Context: an optimization exercise on an open-source flow, tuned for small area. The choices shown serve that exercise and are no tape-out recipe.
The RTL was checked by simulation tests, not by an equivalence proof against the original design.
Power is estimated from default activity; no workload was simulated.

Setup of alpha:
Design bopit, start of the top module:
module bopit(clk, rst, btnR, btnD, btnL, btnU, btnS, sw, seg, an, led, speaker);
Size in the first run: ~460 cells after synthesis, about 36 I/O pins, ~0.0040 mm^2 of cells after synthesis.
clock: 10.0 ns
lec_check: 0
cap_margin: 20
core_margin: 2
core_utilization: 60
cts_buf_list: sky130_fd_sc_hd__clkbuf_2 sky130_fd_sc_hd__clkbuf_4
slew_margin: 20
run.sh (not shown) runs the stock make flow with config.mk's settings and CLKGATE_MAP_FILE= SYNTH_SCRIPT=/design/flow/synth_recipe.tcl, a recipe that flattens the netlist after the stock synthesis.
Input changes introduced in beta (baseline for comparison: alpha):
diff --git a/flow/config.mk b/flow/config.mk
--- a/flow/config.mk
+++ b/flow/config.mk
@@ -9,4 +9,3 @@
 export CORE_MARGIN = 2
-export CORE_UTILIZATION = 60
-export CTS_BUF_LIST = sky130_fd_sc_hd__clkbuf_2 sky130_fd_sc_hd__clkbuf_4
+export CORE_UTILIZATION = 40
 export SLEW_MARGIN = 20
### Flow results
- Summary: final critical path time including I/O delays and setup, beta better than alpha
- alpha → beta: fraction of power consumed by combinational cells shows a reduction of 0.5 points; routed wire length moved up; finished layout cell area went up; actual transition at the worst max-transition pin went down 0.016 ns.

---

run A:
The RTL this note starts from:
==> flow/design.v <==
module display7(seg_number, an_number, seg, an);
    input wire [3:0] seg_number;
    input wire [1:0] an_number;
    output wire [7:0] seg;
    output wire [3:0] an;
    localparam [15:0] S0 = 16'h0012, S1 = 16'h0060, S2 = 16'h0004, S3 = 16'h0092,
                      S4 = 16'h02ba, S5 = 16'h008e, S6 = 16'h0083, S7 = 16'h03ff;
    assign seg[0] = S0[seg_number];
    assign seg[1] = S1[seg_number];
    assign seg[2] = S2[seg_number];
    assign seg[3] = S3[seg_number];
    assign seg[4] = S4[seg_number];
    assign seg[5] = S5[seg_number];
    assign seg[6] = S6[seg_number];
    assign seg[7] = S7[seg_number] & (an_number != 2'b01);
    assign an[3] = an_number != 2'd0;
    assign an[2] = an_number != 2'd1;
    assign an[1] = an_number != 2'd2;
    assign an[0] = an_number != 2'd3;
endmodule
module notes(clk, rst, speaker, signal);
    input clk;
    input rst;
    input [1:0] signal;      
    output reg speaker;
    reg [7:0] counter;
    always @(posedge clk)
    begin
        if (signal == 2'b00)
            counter <= 0;
        else if (!signal[1])
            counter <= (counter == 8'd55) ? 8'd0 : counter + 8'd1;
        else
            counter <= (counter == 8'd221) ? 8'd0 : counter + 8'd1;
        if (rst || signal == 2'b00)
            speaker <= 0;
        else if (!signal[1])
            speaker <= counter[5];
        else
            speaker <= counter[7];
    end
endmodule
module randomNumber(
    input clk,
    input rst,
    output reg [4:0] data
    );
   reg [4:0] data_next;
   always @* begin
    data_next[4] = data[4]^data[1];
    data_next[3] = data[3]^data[0];
    data_next[2] = data[2]^data_next[4];
    data_next[1] = data[1]^data_next[3];
    data_next[0] = data[0]^data_next[2];
   end
   always @(posedge clk) begin
    if(rst)
        data <= 5'h1f;
    else
        data <= data_next;
   end
endmodule
module clock_1hz(clk, rst, clk_500hz, clk_1hz);
    input clk;
    input rst;
    input clk_500hz;
    output clk_1hz;
    localparam [8:0] HI_FIRST = 9'b001101110;
    localparam [8:0] HI_LAST = 9'b000110111;
    reg [8:0] hi;
    wire last = (hi == HI_LAST);
    assign clk_1hz = clk_500hz & last;
    always @(posedge clk)
        if (rst)
            hi <= HI_FIRST;
        else if (clk_500hz)
            hi <= {hi[7:0], hi[8] ^ hi[4] ^ last};
endmodule
module clock_500hz(clk, rst, clk_500hz);
    input clk;
    input rst;
    output clk_500hz;    
    reg [3:0] lo;
    assign clk_500hz = lo[3] & lo[1];
    always @(posedge clk)
        if (rst)
            lo <= 4'd0;
        else if (clk_500hz)
            lo <= 4'd1;
        else
            lo <= lo + 4'd1;
endmodule
module bopit(clk, rst, btnR, btnD, btnL, btnU, btnS, sw, seg, an, led, speaker);
    input clk;
    input rst;
    input btnR, btnS, btnD, btnU, btnL;
    input [7:0] sw;
    output [7:0] led;
    output [7:0] seg;
    output [3:0] an;
    output speaker;
    wire clk_1hz, clk_500hz;
    wire [4:0] randomBop;
    reg [1:0] signal;
    reg [3:0] seg_number;
    reg [3:0] ledCode;       
    reg [3:0] ledReg;
    reg [3:0] bopCode;
    reg [3:0] ones_seconds;
    reg tens_seconds;
    reg [3:0] ones_score;
    reg [3:0] tens_score;
    reg gameOn;
    reg roundWon;
    reg [1:0] roundDelay;
    reg [8:0] fail_count;
    reg scan_start;
    reg [1:0] scan_c;
    wire [1:0] an_number = scan_start ? 2'd0 : scan_c;
    wire [1:0] an_index = scan_start ? 2'd0 : scan_c + 2'd1;
    notes bop_notes(.clk(clk), .rst(rst), .signal(signal), .speaker(speaker));
    randomNumber randomNum(.clk(clk), .rst(rst), .data(randomBop));
    clock_500hz clock_500(.clk(clk), .rst(rst), .clk_500hz(clk_500hz));
    clock_1hz clock_1(.clk(clk), .rst(rst), .clk_500hz(clk_500hz), .clk_1hz(clk_1hz));
    display7 segmentDisplay(.seg_number(seg_number), .an_number(an_number), .seg(seg), .an(an));
    assign led = ledReg[3] ? 8'd0 : (8'd1 << ledReg[2:0]);
    wire [3:0] newCode = randomBop % 12;
    wire anyPress = (|sw) | btnU | btnL | btnD | btnR;
    reg correct;
    always @(*)
        case (bopCode)
            4'd8: correct = btnU;
            4'd9: correct = btnR;
            4'd10: correct = btnD;
            4'd11: correct = btnL;
            default: correct = sw[bopCode[2:0]];
        endcase
    always @(posedge clk)
    if (rst)
    begin
        ones_seconds <= 0;
        tens_seconds <= 0;
        scan_start <= 1;
        scan_c <= 2;
        ones_score <= 0;
        tens_score <= 0;
        bopCode <= 0;
        ledCode <= 4'b1000;
        gameOn <= 1;
        roundWon <= 0;
        roundDelay <= 0;
        signal <= 0;
        fail_count <= 0;
        seg_number <= 0;
        ledReg <= 4'b1000;
    end
    else
    begin
        if (btnS)
        begin
            roundWon <= 0;
            roundDelay <= 0;
            gameOn <= 1;
            ones_score <= 0;
            tens_score <= 0;
            ones_seconds <= 0;
            tens_seconds <= 0;
            bopCode <= newCode;
            fail_count <= 0;
        end
        if (!roundWon)
        begin
            if (correct)
                roundWon <= 1;
            else if (anyPress)
                gameOn <= 0;
        end
        if (clk_1hz && gameOn)
        begin
            if (roundWon)
            begin
                if (roundDelay == 0)
                    signal <= 1;
                if (roundDelay == 1)
                    signal <= 0;
                if (roundDelay == 3)
                begin
                    roundWon <= 0;
                    roundDelay <= 0;
                    bopCode <= newCode;
                    if (ones_score == 4'd9)
                    begin
                        ones_score <= 0;
                        tens_score <= tens_score + 4'd1;
                    end
                    else
                        ones_score <= ones_score + 4'd1;
                end
                else
                    roundDelay <= roundDelay + 2'd1;
                ones_seconds <= 0;
                tens_seconds <= 0;
            end
            else
            begin
                ones_seconds <= ones_seconds + 4'd1;
                if (ones_seconds == 4'd9)
                begin
                    ones_seconds <= 0;
                    tens_seconds <= 1;
                end
            end
        end
        if (tens_seconds)
        begin
            ones_seconds <= 0;
            tens_seconds <= 0;
            gameOn <= 0;
        end
        if (clk_500hz)
        begin
            scan_c <= scan_c + 2'd1;
            if (scan_c == 2'd3)
                scan_start <= 0;
            if (gameOn)
            begin
                case (an_index)
                    2'd0:
                    begin
                        seg_number <= bopCode[3] ? 4'd8 : 4'd5;
                        ledCode <= bopCode;
                        ledReg <= ledCode;
                    end
                    2'd1: seg_number <= {1'b0, bopCode[2:0]};
                    2'd2: seg_number <= 4'd0;
                    default: seg_number <= ones_seconds;
                endcase
            end
            else
            begin
                if (fail_count != 9'd500)
                begin
                    signal <= 2;
                    fail_count <= fail_count + 9'd1;
                end
                else
                    signal <= 0;
                case (an_index)
                    2'd2: seg_number <= tens_score;
                    2'd3: seg_number <= ones_score;
                    default: seg_number <= 4'd0;
                endcase
            end
        end
    end
endmodule
export LEC_CHECK = 0
export CAP_MARGIN = 20
export CORE_MARGIN = 2
export CORE_UTILIZATION = 40
export SLEW_MARGIN = 20
create_clock -name core_clock -period 10.0 [get_ports {clk}]
standard.sh (not shown) runs the stock make flow with config.mk's settings and CLKGATE_MAP_FILE= SYNTH_SCRIPT=/design/flow/synth_recipe.tcl, a recipe that flattens the netlist after the stock synthesis.
==> flow/flow/run.sh <==
#!/bin/bash
# The standard layout (standard.sh) with these changes:
#  - synthesis is synth_recipe.tcl unchanged except that the abc pass uses
#    flow/abc_deep.script (area-oriented) instead of ORFS's speed script, and
#    adders are left to abc instead of being mapped to half/full adder cells
#  - port buffers are buf_1 instead of clkdlybuf4s50_1
#  - clock tree synthesis adds no dummy loads and clusters all registers
#    under few clkbuf_8 buffers
# Every tool's output is in standard.log and under orfs/logs/.
set -euo pipefail
W=$PWD
export OWN_ABC_SCRIPT=$W/flow/abc_deep.script
sed "s|^source \$::env(SCRIPTS_DIR)/synth.tcl|source $W/flow/abc_hook.tcl\nsource \$::env(SCRIPTS_DIR)/synth.tcl|" synth_recipe.tcl > own_synth.tcl
grep -q abc_hook own_synth.tcl
sed "s|/synth_recipe.tcl|/own_synth.tcl|; s|CLKGATE_MAP_FILE= |CLKGATE_MAP_FILE= ADDER_MAP_FILE= |" standard.sh > own_standard.sh
grep -q "ADDER_MAP_FILE= " own_standard.sh
grep -q own_synth.tcl own_standard.sh
export BUFFER_PORTS_ARGS="-buffer_cell sky130_fd_sc_hd__buf_1"
export CTS_ARGS="-sink_clustering_enable -repair_clock_nets -dont_use_dummy_load -buf_list sky130_fd_sc_hd__clkbuf_8 -sink_clustering_size 100 -sink_clustering_max_diameter 500"
bash own_standard.sh > standard.log 2>&1
==> flow/flow/abc_deep.script <==
strash
&get -n
&st
&deepsyn -T 40
&dch -f
&nf -R 1000
&put
mfs3 -a
topo
==> flow/flow/abc_hook.tcl <==
# Run Yosys's abc pass with this flow's area-oriented ABC script in place of
# the one ORFS picks; every other argument (liberty, dont_use, constraints)
# stays as ORFS gives it. Only combinational logic goes through abc.
proc abc {args} {
  set i [lsearch -exact $args -script]
  if { $i >= 0 } {
    lset args [expr { $i + 1 }] $::env(OWN_ABC_SCRIPT)
  }
  yosys abc {*}$args
}
Run A has completed all stages; timing, DRC and antenna checks passed.
Here is what was changed in the inputs of run B compared with run A.
==> flow/flow/run.sh <==
#!/bin/bash
# The standard layout (standard.sh) with these changes:
#  - synthesis is synth_recipe.tcl unchanged except that the abc pass uses
#    flow/abc_deep.script (area-oriented) instead of ORFS's speed script
#  - port buffers are buf_1 instead of clkdlybuf4s50_1
#  - clock tree synthesis adds no dummy loads
# Every tool's output is in standard.log and under orfs/logs/.
set -euo pipefail
W=$PWD
export OWN_ABC_SCRIPT=$W/flow/abc_deep.script
sed "s|^source \$::env(SCRIPTS_DIR)/synth.tcl|source $W/flow/abc_hook.tcl\nsource \$::env(SCRIPTS_DIR)/synth.tcl|" synth_recipe.tcl > own_synth.tcl
grep -q abc_hook own_synth.tcl
sed "s|/synth_recipe.tcl|/own_synth.tcl|" standard.sh > own_standard.sh
grep -q own_synth.tcl own_standard.sh
export BUFFER_PORTS_ARGS="-buffer_cell sky130_fd_sc_hd__buf_1"
export CTS_ARGS="-sink_clustering_enable -repair_clock_nets -dont_use_dummy_load ${OWN_CTS_EXTRA:-}"
bash own_standard.sh > standard.log 2>&1
--- a/flow/flow/abc_deep.script
+++ b/flow/flow/abc_deep.script
@@ -8 +7,0 @@
-mfs3 -a
==> notes.md <==
- Fmax (lower): run A
- Looking at proportion of synthesized chip area in sequential cells, run B sits 4.4 points lower than run A does.
- [compare] base=run A new=run B: number of ordinary and repair buffers in the finished layout went up 5.7%; worst-skew pair later-pin latency ~0 delta; weighted congestion at the end of routability-driven global placement fell by about 5%.
- Run B reports a lower minimum period implied by the final worst setup slack than run A does.
- Run B against run A: maximum cell stage delay along the critical path grew by 0.24 ns; overall via count from detail_route grew by about 7%; total placed instance area went up 330 sq um; post-detailed-routing wire length has increased.
- The share of the final layout cell area in sequential cells reported for run B is smaller than that of run A by 3.8 points.
For run C, these inputs were changed with respect to run B:
==> flow/flow/run.sh <==
#!/bin/bash
# The standard layout, with two changes that only affect buffering:
#  - port buffers are the smallest buffer cell (buf_1) instead of clkdlybuf4s50_1
#  - clock tree synthesis adds no dummy loads
set -euo pipefail
export BUFFER_PORTS_ARGS="-buffer_cell sky130_fd_sc_hd__buf_1"
export CTS_ARGS="-sink_clustering_enable -repair_clock_nets -dont_use_dummy_load"
bash standard.sh > standard.log 2>&1
removed: flow/flow/abc_deep.script
removed: flow/flow/abc_hook.tcl
Proportion of cell area occupied by multi-input gates delta for run C relative to run B: 5.5 points higher
Route | run C vs run B | wire longer in run C
NOTE: worst setup slack in run C exceeds that of run B

[what the ideal ports hide]
No port has a modelled driver above. Below, the same layouts with a new extraction and two added sets of constraints.
Step 1, drivers: a clkbuf_16 drives clk and a buf_2 each remaining input, both assumed.
Step 2 moves the port delays by t, midway between the first and last clock arrival at a register: inputs arrive t later, outputs are due t later. That takes back most of the time a late clock gives input paths.
Slacks: ideal ports / drivers / drivers and shift; pairs: ideal ports / drivers.
run | shift t [ns] | setup slack, ns | hold WS [ns] | worst slew at a driven data input, ns
alpha | 0.440 | 5.898 / 5.872 / 5.846 | 0.483 / 0.483 / 0.483 | 0.04
beta | 0.387 | 5.922 / 5.888 / 5.850 | 0.479 / 0.479 / 0.479 | 0.03
run A | 0.367 | 5.915 / 5.911 / 5.552 | 0.447 / 0.447 / 0.447 | 0.03
run B | 0.358 | 6.076 / 6.084 / 5.726 | 0.458 / 0.458 / 0.458 | 0.03
run C | 0.365 | 6.318 / 6.285 / 6.147 | 0.468 / 0.468 / 0.468 | 0.03
After both steps setup and hold are still met in every run listed. The setup slack of run A, which loses most, moves by -0.004 ns with the drivers and by -0.363 ns with both steps.
